Background: an optimization exercise with open tools, aiming at small area. Do not read the settings as production practice.
The RTL was checked by simulation tests, not by an equivalence proof against the original design.
No driver is modelled on the clock port, so clocking that relies on it looks cheaper here than on a real chip.

Setup of P:
==> flow/design.v (excerpt) <==
module m16imit(
	input clk100,										 
	input rst_n,										 
	output Orb_serial,
	output Orb_M8,
	output Orb_M1
);
reg [4:0] R;
reg [4:0] H;
reg fw;					 
reg [24:0] N;			 
reg ser;
wire step = (R == 5'd31);
wire wrd = step & (H == 5'd23);
wire [9:0] a = N[9:0];
wire [14:0] f = N[24:10];
wire fz = (f[4:0] == 5'd0);
wire mkS = (a[9:7] == 3'd0) && (a[3:0] == 4'd0) &&
	(((a[6:4] == 3'd0) || (a[6:4] == 3'd4) || (a[6:4] == 3'd5) || (a[6:4] == 3'd7)) == fz);
wire mk240 = (a == 10'd240) && (f[6:0] == 7'd0);
wire m2 = mkS | mk240;
wire mk16 = m2 | (a[3:0] == 4'd1) | (a[3:0] == 4'd4) | (a[3:0] == 4'd5) | (a[3:0] == 4'd7) |
	(a[3:0] == 4'd9) | (a[3:0] == 4'd10) | (a[3:0] == 4'd11) | (a[3:0] == 4'd12);
wire w0 = (a == 10'd120);
wire w12 = (a[5:0] == 6'd62);
wire w594 = (a == 10'd417) && (f[4:0] == 5'd1);
wire [9:0] X16 = w0 ? f[9:0] : w594 ? f[14:5] : N[15:6];
wire isX16 = w0 | w12 | w594;
wire [11:0] word16 = isX16 ? {mk16, X16, 1'b0} : {mk16, 10'd1, 1'b0} ;
wire s16 = (H < 5'd12) ? word16[5'd11 - H] : (H == 5'd22);
wire [9:0] dat1 = f[12:3] + (f[2:0] != 3'd0);
wire [11:0] data8 = (a == 10'd120) ? {f[8:0], 3'b001} :
	(a == 10'd121) ? {1'b0, dat1, 1'b1} :
	w12 ? {1'b0, N[15:6], 1'b0} : 12'h002;
wire m1 = (a[3:0] == 4'd8);
wire o8 = (H == 5'd0) ? (data8[11] | m1 | m2) :
	(H == 5'd1) ? (data8[11] | m2) : data8[4'd11 - H[4:1]];
wire startup = H[4] & H[3];	 
always @(posedge clk100 or negedge rst_n)
	if (~rst_n) begin
		R <= 5'd4;
		H <= 5'd30;
		ser <= 1'b0;
	end else begin
		R <= R + 1'b1;
		if (step) H <= (H == 5'd23) ? 5'd0 : H + 1'b1;
		if (R == 5'd7) ser <= s16;
	end
always @(posedge clk100)
	if (startup) begin
		N <= 25'd120;
		fw <= 1'b1;
	end else if (wrd) begin
		N <= N + 1'b1;
		fw <= 1'b0;
	end
assign Orb_serial = ser;
assign Orb_M8 = ~startup & ~fw & o8;
assign Orb_M1 = ~Orb_M8;
endmodule
For scale: ~5 I/O pins.
==> flow/config.mk <==
export PLATFORM = sky130hd
export DESIGN_NAME = m16imit
export DESIGN_NICKNAME = m16imit
export VERILOG_FILES = /design/flow/design.v
export SDC_FILE = /design/flow/constraint.sdc
export NUM_CORES = 4
export LEC_CHECK = 0
export CAP_MARGIN = 20
export CORE_MARGIN = 2
export CORE_UTILIZATION = 40
export SLEW_MARGIN = 20
==> flow/constraint.sdc <==
create_clock -name core_clock -period 10.0 [get_ports {clk100}]
set_input_delay 2.0000 -clock core_clock [delete_from_list [all_inputs] [get_ports {clk100}]]
set_output_delay 2.0000 -clock core_clock [all_outputs]
set_load 0.01 [all_outputs]
standard.sh (not shown) runs the stock make flow with config.mk's settings and CLKGATE_MAP_FILE= SYNTH_SCRIPT=/design/flow/synth_recipe.tcl, a recipe that flattens the netlist after the stock synthesis.
==> flow/flow/run.sh <==
#!/bin/bash
# Standard synthesis, then an area re-mapping of its combinational logic,
# then the standard layout flow on the re-mapped netlist.
set -euo pipefail
W=$PWD
R=$W/orfs/results/$FLOW_PLATFORM/m16imit/base
bash standard.sh $R/1_2_yosys.v > $W/log_synth.log 2>&1
cp $R/1_2_yosys.v $W/std_1_2_yosys.v
# a few area scripts, run side by side; the smallest netlist is kept
export LIB=$FLOW_HOME/platforms/$FLOW_PLATFORM/lib/sky130_fd_sc_hd__tt_025C_1v80.lib
export IN_V=$W/std_1_2_yosys.v
for s in area area_mfs area_twice; do
  OUT_V=$W/resynth_$s.v ABC_SCRIPT=$W/flow/$s.abc \
    yosys -c $W/flow/resynth.tcl > $W/log_resynth_$s.log 2>&1 &
done
wait
best=""; bestarea=""
for s in area area_mfs area_twice; do
  a=$(grep "Chip area for module" $W/log_resynth_$s.log | tail -1 | awk '{print $NF}')
  [ -n "$a" ] || continue
  if [ -z "$best" ] || awk -v x="$a" -v y="$bestarea" 'BEGIN{exit !(x<y)}'; then best=$s; bestarea=$a; fi
done
echo "resynthesis kept: $best ($bestarea um2)" > $W/log_resynth_choice.log
cp $W/resynth_$best.v $R/1_2_yosys.v
# clock tree without dummy loads; plain buffers on the ports
export CTS_ARGS="-repair_clock_nets -dont_use_dummy_load -sink_clustering_enable -sink_clustering_size 64 -sink_clustering_max_diameter 500 -buf_list sky130_fd_sc_hd__clkbuf_8"
export POST_CTS_TCL=$W/flow/post_cts.tcl
export FLOW_CLK_PORT=clk100
export FLOW_CLK_ROOT_CELL=sky130_fd_sc_hd__clkbuf_2
export BUFFER_PORTS_ARGS="-buffer_cell sky130_fd_sc_hd__buf_1"
bash standard.sh > $W/log_layout.log 2>&1
==> flow/flow/area_mfs.abc <==
strash
&get -n
&deepsyn -T 60
&dch -f
&nf -a -R 1000
&put
mfs3 -a
==> flow/flow/area_twice.abc <==
strash
&get -n
&deepsyn -T 60
&dch -f
&nf -a -R 1000
&put
strash
&get -n
&dch -f
&nf -a -R 1000
&put
==> flow/flow/post_cts.tcl <==
# The clock tree's root buffer drives only the few leaf buffers' inputs:
# a small buffer is enough there.
set block [ord::get_db_block]
set clknet [$block findNet $::env(FLOW_CLK_PORT)]
foreach it [$clknet getITerms] {
  if {[$it isInputSignal]} {
    set root [$it getInst]
    if {[string match "sky130_fd_sc_hd__clkbuf_*" [[$root getMaster] getName]]} {
      $root swapMaster [[ord::get_db] findMaster $::env(FLOW_CLK_ROOT_CELL)]
      puts "root [$root getName] is now $::env(FLOW_CLK_ROOT_CELL)"
    }
  }
}
==> flow/flow/resynth.tcl <==
# Re-map the combinational logic of the standard synthesis netlist for area.
# Flip-flops (and their instance and net names) are kept as they are.
set lib $::env(LIB)
# the platform's don't-use cells (low-power and probe cells) stay out of the mapping
set fh [open $lib]
set libtext [read $fh]
close $fh
set dont {}
foreach {all name} [regexp -all -inline {cell\s*\(\s*"?(sky130_fd_sc_hd__(?:lpflow|probe)\w*)} $libtext] {
  lappend dont -dont_use $name
}
yosys read_liberty -ignore_miss_func -ignore_miss_dir $lib
yosys read_verilog $::env(IN_V)
yosys hierarchy -top $::env(FLOW_TOP)
yosys setattr -mod -set keep_hierarchy 1 sky130_fd_sc_hd__df* sky130_fd_sc_hd__ed* sky130_fd_sc_hd__sd* sky130_fd_sc_hd__dl*
yosys flatten $::env(FLOW_TOP)
yosys select $::env(FLOW_TOP)
yosys opt -purge
yosys abc -script $::env(ABC_SCRIPT) -liberty $lib {*}$dont
yosys opt_clean -purge
yosys splitnets
yosys opt_clean -purge
yosys hilomap -singleton -hicell sky130_fd_sc_hd__conb_1 HI -locell sky130_fd_sc_hd__conb_1 LO
yosys insbuf -buf sky130_fd_sc_hd__buf_4 A X
yosys select -clear
yosys stat -liberty $lib $::env(FLOW_TOP)
yosys select $::env(FLOW_TOP)
yosys write_verilog -noattr -nohex -nodec -selected $::env(OUT_V)
Other scripts of this flow, unchanged in this note and not shown: flow/flow/area.abc
P finished every step from synthesis to the final layout, and the layout passed the timing, design-rule and antenna checks.
Changes in Q relative to P:
==> flow/flow/run.sh <==
#!/bin/bash
# Standard synthesis, then an area re-mapping of its combinational logic,
# then the standard layout flow on the re-mapped netlist.
set -euo pipefail
W=$PWD
R=$W/orfs/results/$FLOW_PLATFORM/m16imit/base
bash standard.sh $R/1_2_yosys.v > $W/log_synth.log 2>&1
cp $R/1_2_yosys.v $W/std_1_2_yosys.v
LIB=$FLOW_HOME/platforms/$FLOW_PLATFORM/lib/sky130_fd_sc_hd__tt_025C_1v80.lib \
IN_V=$W/std_1_2_yosys.v OUT_V=$W/resynth.v ABC_SCRIPT=$W/flow/area.abc \
  yosys -c $W/flow/resynth.tcl > $W/log_resynth.log 2>&1
cp $W/resynth.v $R/1_2_yosys.v
# clock tree without dummy loads; plain buffers on the ports
export CTS_ARGS="-repair_clock_nets -dont_use_dummy_load -sink_clustering_enable -sink_clustering_size 64 -sink_clustering_max_diameter 500 -buf_list sky130_fd_sc_hd__clkbuf_8"
export BUFFER_PORTS_ARGS="-buffer_cell sky130_fd_sc_hd__buf_1"
bash standard.sh > $W/log_layout.log 2>&1
removed: flow/flow/area_mfs.abc
removed: flow/flow/area_twice.abc
removed: flow/flow/post_cts.tcl
Results
- Number of max-cap violations came out exactly the same in P and Q.
- Q has post-route worst setup slack above what P had.
- Changes observed in Q relative to P: global-route total usage across every layer fell 1.9 points; flip-flop and latch share of the layout cell area fell 0.16 points; area after synthesis rose 0.30%; global-route wire length before repair fell about 1.8%.

==> what the ideal ports hide <==
The flow's constraints put no driver on any port. The routed layouts listed below were extracted and timed again, unchanged, in two steps.
Step 1: set_driving_cell puts a clkbuf_16 on clk100 and a buf_2 on each other input, an assumption about the parent block.
Step 2 also shifts input and output timing later by t, the mid clock arrival at the registers, as if the neighbouring blocks saw the same clock.
Three values: ideal, step 1, step 2; two values: the first two.
| run | t (ns) | setup WS [ns] | worst setup path at the end | clock arrival spread, ns |
|---|---|---|---|---|
| P | 0.402 | 4.176 / 4.149 / 4.551 | register to output | 0.008 / 0.008 |
| Q | 0.310 | 4.453 / 4.426 / 4.736 | register to output | 0.008 / 0.008 |
After both steps setup and hold are still met in every run listed.
